Source: an optimization exercise on an open RTL-to-GDS flow (aim: small area). Production flows keep margins and buffers that such runs may drop. Only simulation tests tie the RTL to the original design; equivalence was not proved. No activity file was given, so power comes from the tool's default toggle rates.

== the reference run ==
// snake
module snake(
    input clk,
    input UP,
    input DOWN,
    input LEFT,
    input RIGHT,
    input in_rst,
    input switch_J15,
    input switch_M13,
    input rx,
    output O_hs,
    output O_vs,
    output reg po_flag,
    output [4:0] move_state,
    output reg [1:0] general_state,
    output reg flag_isdead,
    output [3:0] O_red,
    output [3:0] O_green,
    output [3:0] O_blue
);
Size: about 350 flip-flops, roughly 32 I/O pins.
Settings: LEC_CHECK=0, CAP_MARGIN=20, CORE_MARGIN=2, CORE_UTILIZATION=50, GPL_TIMING_DRIVEN=0, SLEW_MARGIN=20; clock period 40.0 ns.
standard.sh (not shown) runs the stock make flow with config.mk's settings and CLKGATE_MAP_FILE= SYNTH_SCRIPT=/design/flow/synth_recipe.tcl, a recipe that flattens the netlist after the stock synthesis.
==> flow/flow/run.sh <==
#!/bin/bash
# The standard ORFS layout with two changes:
#  - synthesis maps the combinational logic with an area-oriented ABC script
#    (flow/area.script); everything before ABC, flip-flop mapping included,
#    is the standard flow's synthesis script unchanged, so registers keep names and cells;
#  - clock tree synthesis uses larger sink clusters and no dummy loads;
#  - every port still gets its own buffer, a buf_1.
# Each tool's output goes to the ORFS logs under orfs/logs; make's own output
# goes to orfs_make.log in this folder.
set -euo pipefail
WORK="$(cd "$(dirname "${BASH_SOURCE[0]}")/.." && pwd)"
cd "$WORK"
SCRIPT="$WORK/flow/area.script"

{
  cat <<TCL
proc abc {args} {
  set i [lsearch \$args -script]
  if {\$i >= 0} { set args [lreplace \$args [expr {\$i+1}] [expr {\$i+1}] {$SCRIPT}] }
  set j [lsearch \$args -D]
  if {\$j >= 0} { set args [lreplace \$args \$j [expr {\$j+1}]] }
  yosys abc {*}\$args
}
TCL
  cat "$WORK/synth_recipe.tcl"
} > "$WORK/area_synth.tcl"

sed "s|$WORK/synth_recipe.tcl|$WORK/area_synth.tcl|g" "$WORK/standard.sh" > "$WORK/area_standard.sh"
grep -q "area_synth.tcl" "$WORK/area_standard.sh"

export CTS_ARGS="$(cat "$WORK/flow/cts_args.txt")"
export BUFFER_PORTS_ARGS="-buffer_cell sky130_fd_sc_hd__buf_1"
bash "$WORK/area_standard.sh" finish > "$WORK/orfs_make.log" 2>&1
test -f "$WORK/out/final.def"
==> flow/flow/area.script <==
strash
dc2
dch -f
amap
strash
dch -f
amap
topo
==> flow/flow/cts_args.txt <==
-sink_clustering_enable -repair_clock_nets -dont_use_dummy_load -buf_list {sky130_fd_sc_hd__clkbuf_16} -sink_clustering_size 25 -sink_clustering_max_diameter 100
Both conditions hold for the reference run: the flow ran to the end and the final layout passed the timing, design-rule and antenna checks.
#### Input delta (the trial run over the reference run)
--- a/flow/design.v
+++ b/flow/design.v
@@ -21,39 +21,37 @@
 );
 localparam GS_START = 2'b00, GS_MENU = 2'b01, GS_READY = 2'b10, GS_GAME = 2'b11;
 localparam D_HARD = 2'b00, D_MID = 2'b01, D_EASY = 2'b10;
 localparam MS_STOP = 5'b00001, MS_UP = 5'b00010, MS_DOWN = 5'b00100,
            MS_LEFT = 5'b01000, MS_RIGHT = 5'b10000;
 wire rst_n = ~in_rst;
 localparam [9:0] KEY_S0 = 10'b1111100110, KEY_S998 = 10'b0111111111;
 function [9:0] key_next;
-    input [9:0] r;
+    input [9:0] s;
     input key;
-    reg [9:0] s;
     begin
-        s = r ^ KEY_S0;
-        key_next = key ? 10'd0 : {s[8:0], ~(s[9] ^ s[6]) | (s == KEY_S998)} ^ KEY_S0;
+        key_next = key ? KEY_S0 : {s[8:0], ~(s[9] ^ s[6]) | (s == KEY_S998)};
     end
 endfunction
 reg [9:0] kc_u, kc_d, kc_l, kc_r;
 reg up, down, left, right;
 always @(posedge clk or negedge rst_n)
     if (!rst_n) begin
-        kc_u <= 10'd0; kc_d <= 10'd0; kc_l <= 10'd0; kc_r <= 10'd0;
+        kc_u <= KEY_S0; kc_d <= KEY_S0; kc_l <= KEY_S0; kc_r <= KEY_S0;
         up <= 0; down <= 0; left <= 0; right <= 0;
     end else begin
         kc_u <= key_next(kc_u, UP);
         kc_d <= key_next(kc_d, DOWN);
         kc_l <= key_next(kc_l, LEFT);
         kc_r <= key_next(kc_r, RIGHT);
-        up    <= (kc_u == (KEY_S998 ^ KEY_S0));
-        down  <= (kc_d == (KEY_S998 ^ KEY_S0));
-        left  <= (kc_l == (KEY_S998 ^ KEY_S0));
-        right <= (kc_r == (KEY_S998 ^ KEY_S0));
+        up    <= (kc_u == KEY_S998);
+        down  <= (kc_d == KEY_S998);
+        left  <= (kc_l == KEY_S998);
+        right <= (kc_r == KEY_S998);
     end
 reg rx_reg1, rx_reg2, rx_reg3, start_nedge, work_en;
 reg [3:0] baud_cnt, bit_cnt;
 reg [7:0] rx_data;
 reg bt_up, bt_down, bt_left, bt_right;
 wire bit_flag = (baud_cnt == 4'd8);
 wire rx_flag = (baud_cnt == 4'd9) && (bit_cnt == 4'd0);
 always @(posedge clk or negedge rst_n)
[summary]
The height of the die of the reference run and that of the trial run are within noise of each other. Delta (the trial run minus the reference run): number of logic stages on the critical path including buffering went up 1; final period demand of the worst path lost 0.28 ns; via count neither gained nor lost much; worst slew slack as a fraction of its limit climbed 2.2 points. Relative to the reference run, number of antenna cells inserted has increased by 1 in the trial run. Relative to the reference run, number of global-route vias before repair increased by 218 in the trial run. Comparing the reference run with the trial run, the die area came out essentially unchanged. When the trial run is measured against the reference run, its non-clock buffer count turns out 3 higher. For share of the core filled with cells in the final layout, the trial run and the reference run come out practically identical. Across both runs, post-route fraction of the period consumed by the critical path was lower for the trial run than for the reference run.


## main
The RTL this note starts from:
==> flow/design.v <==
`timescale 1ns / 1ps
module snake(
    input clk,
    input UP,
    input DOWN,
    input LEFT,
    input RIGHT,
    input in_rst,
    input switch_J15,
    input switch_M13,
    input rx,
    output O_hs,
    output O_vs,
    output reg po_flag,
    output reg [4:0] move_state,
    output reg [1:0] general_state,
    output reg flag_isdead,
    output [3:0] O_red,
    output [3:0] O_green,
    output [3:0] O_blue
);
localparam GS_START = 2'b00, GS_MENU = 2'b01, GS_READY = 2'b10, GS_GAME = 2'b11;
localparam D_HARD = 2'b00, D_MID = 2'b01, D_EASY = 2'b10;
localparam MS_STOP = 5'b00001, MS_UP = 5'b00010, MS_DOWN = 5'b00100,
           MS_LEFT = 5'b01000, MS_RIGHT = 5'b10000;
wire rst_n = ~in_rst;
localparam [9:0] KEY_S0 = 10'b1111100110, KEY_S998 = 10'b0111111111;
function [9:0] key_next;
    input [9:0] s;
    input key;
    begin
        key_next = key ? KEY_S0 : {s[8:0], ~(s[9] ^ s[6]) | (s == KEY_S998)};
    end
endfunction
reg [9:0] kc_u, kc_d, kc_l, kc_r;
reg up, down, left, right;
always @(posedge clk or negedge rst_n)
    if (!rst_n) begin
        kc_u <= KEY_S0; kc_d <= KEY_S0; kc_l <= KEY_S0; kc_r <= KEY_S0;
        up <= 0; down <= 0; left <= 0; right <= 0;
    end else begin
        kc_u <= key_next(kc_u, UP);
        kc_d <= key_next(kc_d, DOWN);
        kc_l <= key_next(kc_l, LEFT);
        kc_r <= key_next(kc_r, RIGHT);
        up    <= (kc_u == KEY_S998);
        down  <= (kc_d == KEY_S998);
        left  <= (kc_l == KEY_S998);
        right <= (kc_r == KEY_S998);
    end
reg rx_reg1, rx_reg2, rx_reg3, start_nedge, work_en, bit_flag, rx_flag;
reg [3:0] baud_cnt, bit_cnt;
reg [7:0] rx_data;
reg bt_up, bt_down, bt_left, bt_right;
always @(posedge clk or negedge rst_n)
    if (!rst_n) begin
        rx_reg1 <= 1'b1; rx_reg2 <= 1'b1; rx_reg3 <= 1'b1;
        start_nedge <= 1'b0; work_en <= 1'b0; bit_flag <= 1'b0; rx_flag <= 1'b0;
        baud_cnt <= 4'd0; bit_cnt <= 4'd0; po_flag <= 1'b0;
    end else begin
        rx_reg1 <= rx;
        rx_reg2 <= rx_reg1;
        rx_reg3 <= rx_reg2;
        start_nedge <= ~rx_reg2 & rx_reg3;
        if (start_nedge)
            work_en <= 1'b1;
        else if (bit_cnt == 4'd8 && bit_flag)
            work_en <= 1'b0;
        baud_cnt <= work_en ? baud_cnt + 1'b1 : 4'd0;
        bit_flag <= (baud_cnt == 4'd7);
        if (bit_flag)
            bit_cnt <= (bit_cnt == 4'd8) ? 4'd0 : bit_cnt + 1'b1;
        rx_flag <= (bit_cnt == 4'd8) && bit_flag;
        po_flag <= rx_flag;
    end
always @(posedge clk)
    if (bit_flag && bit_cnt != 4'd0 && bit_cnt <= 4'd8)
        rx_data <= {rx_reg3, rx_data[7:1]};
always @(posedge clk or negedge rst_n)
    if (!rst_n) begin
        bt_up <= 0; bt_down <= 0; bt_left <= 0; bt_right <= 0;
    end else if (po_flag) begin
        case (rx_data)
        8'h01: bt_up <= 1'b1;
        8'h02: bt_down <= 1'b1;
        8'h03: bt_left <= 1'b1;
        8'h04: bt_right <= 1'b1;
        8'hf1: bt_up <= 1'b0;
        8'hf2: bt_down <= 1'b0;
        8'hf3: bt_left <= 1'b0;
        8'hf4: bt_right <= 1'b0;
        default: begin bt_up <= 0; bt_down <= 0; bt_left <= 0; bt_right <= 0; end
        endcase
    end
reg [1:0] difficulty_state;
wire k_up    = up & ~down & ~left & ~right;
wire k_down  = ~up & down & ~left & ~right;
wire k_left  = ~up & ~down & left & ~right;
wire k_right = ~up & ~down & ~left & right;
always @(posedge clk or negedge rst_n)
    if (!rst_n)
        general_state <= GS_START;
    else case (general_state)
        GS_START: if (k_down) general_state <= GS_MENU;
                  else if (switch_J15) general_state <= GS_READY;
        GS_MENU:  if (k_up) general_state <= GS_START;
        GS_READY: if (k_right) general_state <= GS_GAME;
        GS_GAME:  if (switch_M13) general_state <= GS_READY;
    endcase
always @(posedge clk or negedge rst_n)
    if (!rst_n)
        difficulty_state <= D_EASY;
    else if (general_state == GS_MENU) case (difficulty_state)
        D_EASY: if (k_right) difficulty_state <= D_MID;
        D_MID:  if (k_left) difficulty_state <= D_EASY;
                else if (k_right) difficulty_state <= D_HARD;
        D_HARD: if (k_left) difficulty_state <= D_MID;
        default: ;
    endcase
wire b_up    = bt_up & ~bt_down & ~bt_left & ~bt_right;
wire b_down  = ~bt_up & bt_down & ~bt_left & ~bt_right;
wire b_left  = ~bt_up & ~bt_down & bt_left & ~bt_right;
wire b_right = ~bt_up & ~bt_down & ~bt_left & bt_right;
always @(posedge clk or negedge rst_n)
    if (!rst_n)
        move_state <= MS_STOP;
    else if (general_state == GS_READY || flag_isdead)
        move_state <= MS_STOP;
    else if (general_state == GS_GAME) case (move_state)
        MS_STOP:  move_state <= b_right ? MS_RIGHT : b_down ? MS_DOWN : b_up ? MS_UP : MS_STOP;
        MS_LEFT,
        MS_RIGHT: if (b_down) move_state <= MS_DOWN; else if (b_up) move_state <= MS_UP;
        MS_UP,
        MS_DOWN:  if (b_right) move_state <= MS_RIGHT; else if (b_left) move_state <= MS_LEFT;
        default:  move_state <= MS_STOP;
    endcase
reg [11:0] stay_cnt;
wire [11:0] step_load = (difficulty_state == D_EASY) ? 12'h1c3 :
                        (difficulty_state == D_MID)  ? 12'he77 : 12'h0de;
wire moving = (general_state == GS_GAME) && (move_state != MS_STOP);
wire step = moving && (stay_cnt == 12'd0);
always @(posedge clk)
    if (!moving || step)
        stay_cnt <= step_load;
    else
        stay_cnt <= {stay_cnt[10:0], ~(stay_cnt[11] ^ stay_cnt[10] ^ stay_cnt[9] ^ stay_cnt[3])};
reg [5:0] hx;             
reg [4:0] hy;             
reg [4:0] sx [1:19];
reg [4:0] sy [1:19];
reg [9:0] snake_length;
reg flag_food;
reg [4:0] food_x, food_y;
reg [4:0] rand_x, rand_y;
integer i;
wire in_ready = (general_state == GS_READY);
always @(posedge clk or negedge rst_n)
    if (!rst_n) begin
        hx <= 6'd17; hy <= 5'd10;
        sx[1] <= 5'd16; sy[1] <= 5'd10;
        sx[2] <= 5'd15; sy[2] <= 5'd10;
    end else if (in_ready) begin
        hx <= 6'd17; hy <= 5'd10;
        sx[1] <= 5'd16; sy[1] <= 5'd10;
        sx[2] <= 5'd15; sy[2] <= 5'd10;
    end else if (step) begin
        case (move_state)
        MS_RIGHT: hx <= hx + 1'b1;
        MS_LEFT:  hx <= hx - 1'b1;
        MS_UP:    hy <= hy - 1'b1;
        MS_DOWN:  hy <= hy + 1'b1;
        default: ;
        endcase
        sx[1] <= hx[4:0]; sy[1] <= hy;
        sx[2] <= sx[1];   sy[2] <= sy[1];
    end
always @(posedge clk)
    if (in_ready) begin
        for (i = 3; i < 20; i = i + 1) begin sx[i] <= 5'd0; sy[i] <= 5'd0; end
    end else if (step) begin
        for (i = 3; i < 20; i = i + 1) begin sx[i] <= sx[i-1]; sy[i] <= sy[i-1]; end
    end
wire [19:0] drawn;
wire [19:0] alive_chk;
genvar g;
generate for (g = 0; g < 20; g = g + 1) begin : g_drawn
    if (g < 3) begin : g_lo
        assign drawn[g] = 1'b1;
        assign alive_chk[g] = 1'b1;
    end else if (g < 19) begin : g_mid
        assign drawn[g] = (snake_length >= g + 1);
        assign alive_chk[g] = drawn[g];
    end else begin : g_top
        assign drawn[g] = (snake_length == 10'd20);
        assign alive_chk[g] = (snake_length >= 10'd20);
    end
end endgenerate
always @(posedge clk or negedge rst_n)
    if (!rst_n)
        snake_length <= 10'd3;
    else if (in_ready)
        snake_length <= 10'd3;
    else if (flag_food)
        snake_length <= snake_length + 1'b1;
always @(posedge clk or negedge rst_n)
    if (!rst_n)
        flag_food <= 1'b0;
    else
        flag_food <= ({1'b0, food_x} == hx) && (food_y == hy) && (general_state == GS_GAME);
always @(posedge clk)
    if (flag_food || in_ready) begin
        food_x <= rand_x;
        food_y <= rand_y;
    end
wire head_zero = (hx == 6'd0) && (hy == 5'd0);
reg hit;
always @(*) begin
    hit = hx[5] || (hy > 5'd19);
    for (i = 2; i < 20; i = i + 2)
        if (alive_chk[i] && hx[4:0] == sx[i] && hy == sy[i]) hit = 1'b1;
    for (i = 3; i < 20; i = i + 2)
        if (alive_chk[i] && head_zero && sx[i] == 5'd0 && sy[i] == 5'd0) hit = 1'b1;
end
always @(posedge clk or negedge rst_n)
    if (!rst_n)
        flag_isdead <= 1'b0;
    else if (in_ready)
        flag_isdead <= 1'b0;
    else if (!flag_isdead)
        flag_isdead <= hit;
reg coincide;
always @(*) begin
    coincide = ({1'b0, rand_x} == hx) && (rand_y == hy);
    for (i = 1; i < 20; i = i + 1)
        if (drawn[i] && rand_x == sx[i] && rand_y == sy[i]) coincide = 1'b1;
end
always @(posedge clk or negedge rst_n)
    if (!rst_n) begin
        rand_x <= 5'd0; rand_y <= 5'd0;
    end else if (coincide) begin
        rand_x <= 5'd0; rand_y <= 5'd0;
    end else begin
        rand_x <= rand_x + 1'b1;
        if (rand_x == 5'd31)
            rand_y <= (rand_y == 5'd19) ? 5'd0 : rand_y + 1'b1;
    end
reg [5:0] col;
reg [4:0] hsub;
reg [4:0] row;
reg [4:0] vsub;
wire h_end = (col == 6'd32) && (hsub == 5'd15);       
always @(posedge clk or negedge rst_n)
    if (!rst_n) begin
        col <= 6'd32; hsub <= 5'd16;
    end else if (hsub == 5'd19) begin
        hsub <= 5'd0;
        col <= (col == 6'd39) ? 6'd0 : col + 1'b1;
    end else
        hsub <= hsub + 1'b1;
always @(posedge clk or negedge rst_n)
    if (!rst_n) begin
        row <= 5'd20; vsub <= 5'd10;
    end else if (row == 5'd20 && vsub == 5'd9)           
        vsub <= 5'd10;
    else if (h_end) begin
        if (row == 5'd21 && vsub == 5'd20) begin
            row <= 5'd0; vsub <= 5'd0;
        end else if (vsub == 5'd23) begin
            row <= row + 1'b1; vsub <= 5'd0;
        end else
            vsub <= vsub + 1'b1;
    end
assign O_hs = ~((col == 6'd32 && hsub >= 5'd16) || (col >= 6'd33 && col <= 6'd36) ||
                (col == 6'd37 && hsub < 5'd12));
assign O_vs = ~(row == 5'd20 && (vsub == 5'd10 || vsub == 5'd11));
wire active = ~col[5] && (row < 5'd20);
reg [19:0] hm, vm;
always @(*) begin
    hm[0] = (hx == col);
    vm[0] = (hy == row);
    for (i = 1; i < 20; i = i + 1) begin
        hm[i] = (sx[i] == col[4:0]);
        vm[i] = (sy[i] == row);
    end
end
wire h_any = |(hm & drawn);
wire v_any = |(vm & drawn);
wire [19:0] sq = hm & vm;
wire sq_green = sq[0] | sq[3] | sq[6] | sq[9]  | sq[12] | sq[15] | sq[18];
wire sq_blue  = sq[1] | sq[4] | sq[7] | sq[10] | sq[13] | sq[16] | sq[19];
wire sq_pink  = sq[2] | sq[5] | sq[8] | sq[11] | sq[14] | sq[17];
wire issnake = h_any & v_any;
wire isfood = (food_x == col[4:0]) && (food_y == row);
wire menu_band = (row == 5'd9 && vsub >= 5'd4) || (row == 5'd10 && vsub < 5'd20);
wire c_easy = (col == 6'd11 || col == 6'd12);
wire c_mid  = (col == 6'd15 || col == 6'd16);
wire c_hard = (col == 6'd19 || col == 6'd20);
wire c_sel  = (difficulty_state == D_EASY) ? c_easy :
              (difficulty_state == D_MID)  ? c_mid  :
              (difficulty_state == D_HARD) ? c_hard : 1'b0;
reg [2:0] rgb_n;
always @(*) begin
    rgb_n = 3'b000;
    if (active) case (general_state)
    GS_MENU:
        if (difficulty_state == 2'b11) rgb_n = 3'b000;
        else if (!menu_band) rgb_n = 3'b111;
        else if (c_sel) rgb_n = 3'b000;
        else if (c_easy || c_mid || c_hard) rgb_n = 3'b001;
        else rgb_n = 3'b111;
    GS_READY:
        rgb_n = (sq[0] | sq[1] | sq[2]) ? 3'b010 : 3'b111;
    GS_GAME:
        if (isfood) rgb_n = 3'b100;
        else if (issnake && sq_green) rgb_n = 3'b010;
        else if (issnake && sq_blue) rgb_n = 3'b001;
        else if (issnake && sq_pink) rgb_n = 3'b101;
        else rgb_n = 3'b111;
    default: rgb_n = 3'b000;
    endcase
end
reg [2:0] rgb;
always @(posedge clk or negedge rst_n)
    if (!rst_n)
        rgb <= 3'b000;
    else
        rgb <= rgb_n;
assign O_red   = {4{rgb[2]}};
assign O_green = {4{rgb[1]}};
assign O_blue  = {4{rgb[0]}};
endmodule
Settings: LEC_CHECK=0, CAP_MARGIN=20, CORE_MARGIN=2, CORE_UTILIZATION=40, SLEW_MARGIN=20; clock period 40.0 ns.
run.sh (not shown) runs the stock make flow with config.mk's settings and CLKGATE_MAP_FILE= SYNTH_SCRIPT=/design/flow/synth_recipe.tcl, a recipe that flattens the netlist after the stock synthesis.
Stock flow here: none of the scripts above is used.
[inputs] the feature branch vs main
--- a/flow/design.v
+++ b/flow/design.v
@@ -23,31 +23,23 @@
 localparam D_HARD = 2'b00, D_MID = 2'b01, D_EASY = 2'b10;
 localparam MS_STOP = 5'b00001, MS_UP = 5'b00010, MS_DOWN = 5'b00100,
            MS_LEFT = 5'b01000, MS_RIGHT = 5'b10000;
 wire rst_n = ~in_rst;
-localparam [9:0] KEY_S0 = 10'b1111100110, KEY_S998 = 10'b0111111111;
-function [9:0] key_next;
-    input [9:0] s;
-    input key;
-    begin
-        key_next = key ? KEY_S0 : {s[8:0], ~(s[9] ^ s[6]) | (s == KEY_S998)};
-    end
-endfunction
 reg [9:0] kc_u, kc_d, kc_l, kc_r;
 reg up, down, left, right;
 always @(posedge clk or negedge rst_n)
     if (!rst_n) begin
-        kc_u <= KEY_S0; kc_d <= KEY_S0; kc_l <= KEY_S0; kc_r <= KEY_S0;
+        kc_u <= 0; kc_d <= 0; kc_l <= 0; kc_r <= 0;
         up <= 0; down <= 0; left <= 0; right <= 0;
     end else begin
-        kc_u <= key_next(kc_u, UP);
-        kc_d <= key_next(kc_d, DOWN);
-        kc_l <= key_next(kc_l, LEFT);
-        kc_r <= key_next(kc_r, RIGHT);
-        up    <= (kc_u == KEY_S998);
-        down  <= (kc_d == KEY_S998);
-        left  <= (kc_l == KEY_S998);
-        right <= (kc_r == KEY_S998);
+        kc_u <= UP    ? 10'd0 : (kc_u == 10'd999) ? kc_u : kc_u + 1'b1;
+        kc_d <= DOWN  ? 10'd0 : (kc_d == 10'd999) ? kc_d : kc_d + 1'b1;
+        kc_l <= LEFT  ? 10'd0 : (kc_l == 10'd999) ? kc_l : kc_l + 1'b1;
+        kc_r <= RIGHT ? 10'd0 : (kc_r == 10'd999) ? kc_r : kc_r + 1'b1;
+        up    <= (kc_u == 10'd998);
+        down  <= (kc_d == 10'd998);
+        left  <= (kc_l == 10'd998);
+        right <= (kc_r == 10'd998);
     end
 reg rx_reg1, rx_reg2, rx_reg3, start_nedge, work_en, bit_flag, rx_flag;
 reg [3:0] baud_cnt, bit_cnt;
 reg [7:0] rx_data;
@@ -134,17 +126,17 @@
         MS_DOWN:  if (b_right) move_state <= MS_RIGHT; else if (b_left) move_state <= MS_LEFT;
         default:  move_state <= MS_STOP;
     endcase
 reg [11:0] stay_cnt;
-wire [11:0] step_load = (difficulty_state == D_EASY) ? 12'h1c3 :
-                        (difficulty_state == D_MID)  ? 12'he77 : 12'h0de;
+wire [11:0] step_last = (difficulty_state == D_EASY) ? 12'd3999 :
+                        (difficulty_state == D_MID)  ? 12'd1999 : 12'd999;
 wire moving = (general_state == GS_GAME) && (move_state != MS_STOP);
 wire step = moving && (stay_cnt == 12'd0);
 always @(posedge clk)
-    if (!moving || step)
-        stay_cnt <= step_load;
-    else
-        stay_cnt <= {stay_cnt[10:0], ~(stay_cnt[11] ^ stay_cnt[10] ^ stay_cnt[9] ^ stay_cnt[3])};
+    if (general_state != GS_GAME || step)
+        stay_cnt <= step_last;
+    else if (moving)
+        stay_cnt <= stay_cnt - 1'b1;
 reg [5:0] hx;             
 reg [4:0] hy;             
 reg [4:0] sx [1:19];
 reg [4:0] sy [1:19];
@@ -211,16 +203,13 @@
     if (flag_food || in_ready) begin
         food_x <= rand_x;
         food_y <= rand_y;
     end
-wire head_zero = (hx == 6'd0) && (hy == 5'd0);
 reg hit;
 always @(*) begin
     hit = hx[5] || (hy > 5'd19);
-    for (i = 2; i < 20; i = i + 2)
+    for (i = 1; i < 20; i = i + 1)
         if (alive_chk[i] && hx[4:0] == sx[i] && hy == sy[i]) hit = 1'b1;
-    for (i = 3; i < 20; i = i + 2)
-        if (alive_chk[i] && head_zero && sx[i] == 5'd0 && sy[i] == 5'd0) hit = 1'b1;
 end
 always @(posedge clk or negedge rst_n)
     if (!rst_n)
         flag_isdead <= 1'b0;
Results
Going from main to the feature branch, the power was found to have gone up by 18%. Run comparison: the feature branch group drawing the most power sequential cells; main group drawing the most power clock. Diff main -> the feature branch: register area went up; worst path setup slack after routing went up; minimum clock period went down; cell area went up. A slowest cell on the critical path of clkdlybuf4s50_1 is what main shows, while dfstp_2 belongs to the feature branch.

afterwards: timing with drivers on the ports:
How much do the figures lean on ideal ports? The routed layouts below were timed once more, with nothing changed but the port constraints. Step 1: set_driving_cell puts a clkbuf_16 on clk and a buf_2 on each other input, an assumption about the parent block. Step 2, shift: input delay + t, output delay - t, t = (earliest + latest rising clock arrival at the registers) / 2. This alone moves slack from input paths to output paths. Slacks: no drivers / after step 1 / after step 2; pairs: no drivers / after step 1.
| run | t (ns) | setup slack, ns | hold WS [ns] | worst setup path at the end | latest minus earliest clock arrival (ns) |
|---|---|---|---|---|---|
| the reference run | 0.605 | 28.246 / 28.186 / 28.790 | 0.361 / 0.361 / 0.361 | register to output | 0.033 / 0.033 |
| the trial run | 0.595 | 28.523 / 28.467 / 29.062 | 0.364 / 0.364 / 0.364 | register to output | 0.033 / 0.033 |
| main | 0.631 | 29.039 / 28.982 / 29.613 | 0.356 / 0.356 / 0.356 | register to output | 0.016 / 0.015 |
| the feature branch | 0.649 | 29.074 / 29.011 / 29.660 | 0.366 / 0.366 / 0.366 | register to output | 0.034 / 0.034 |
After both steps setup and hold are still met in every run listed.
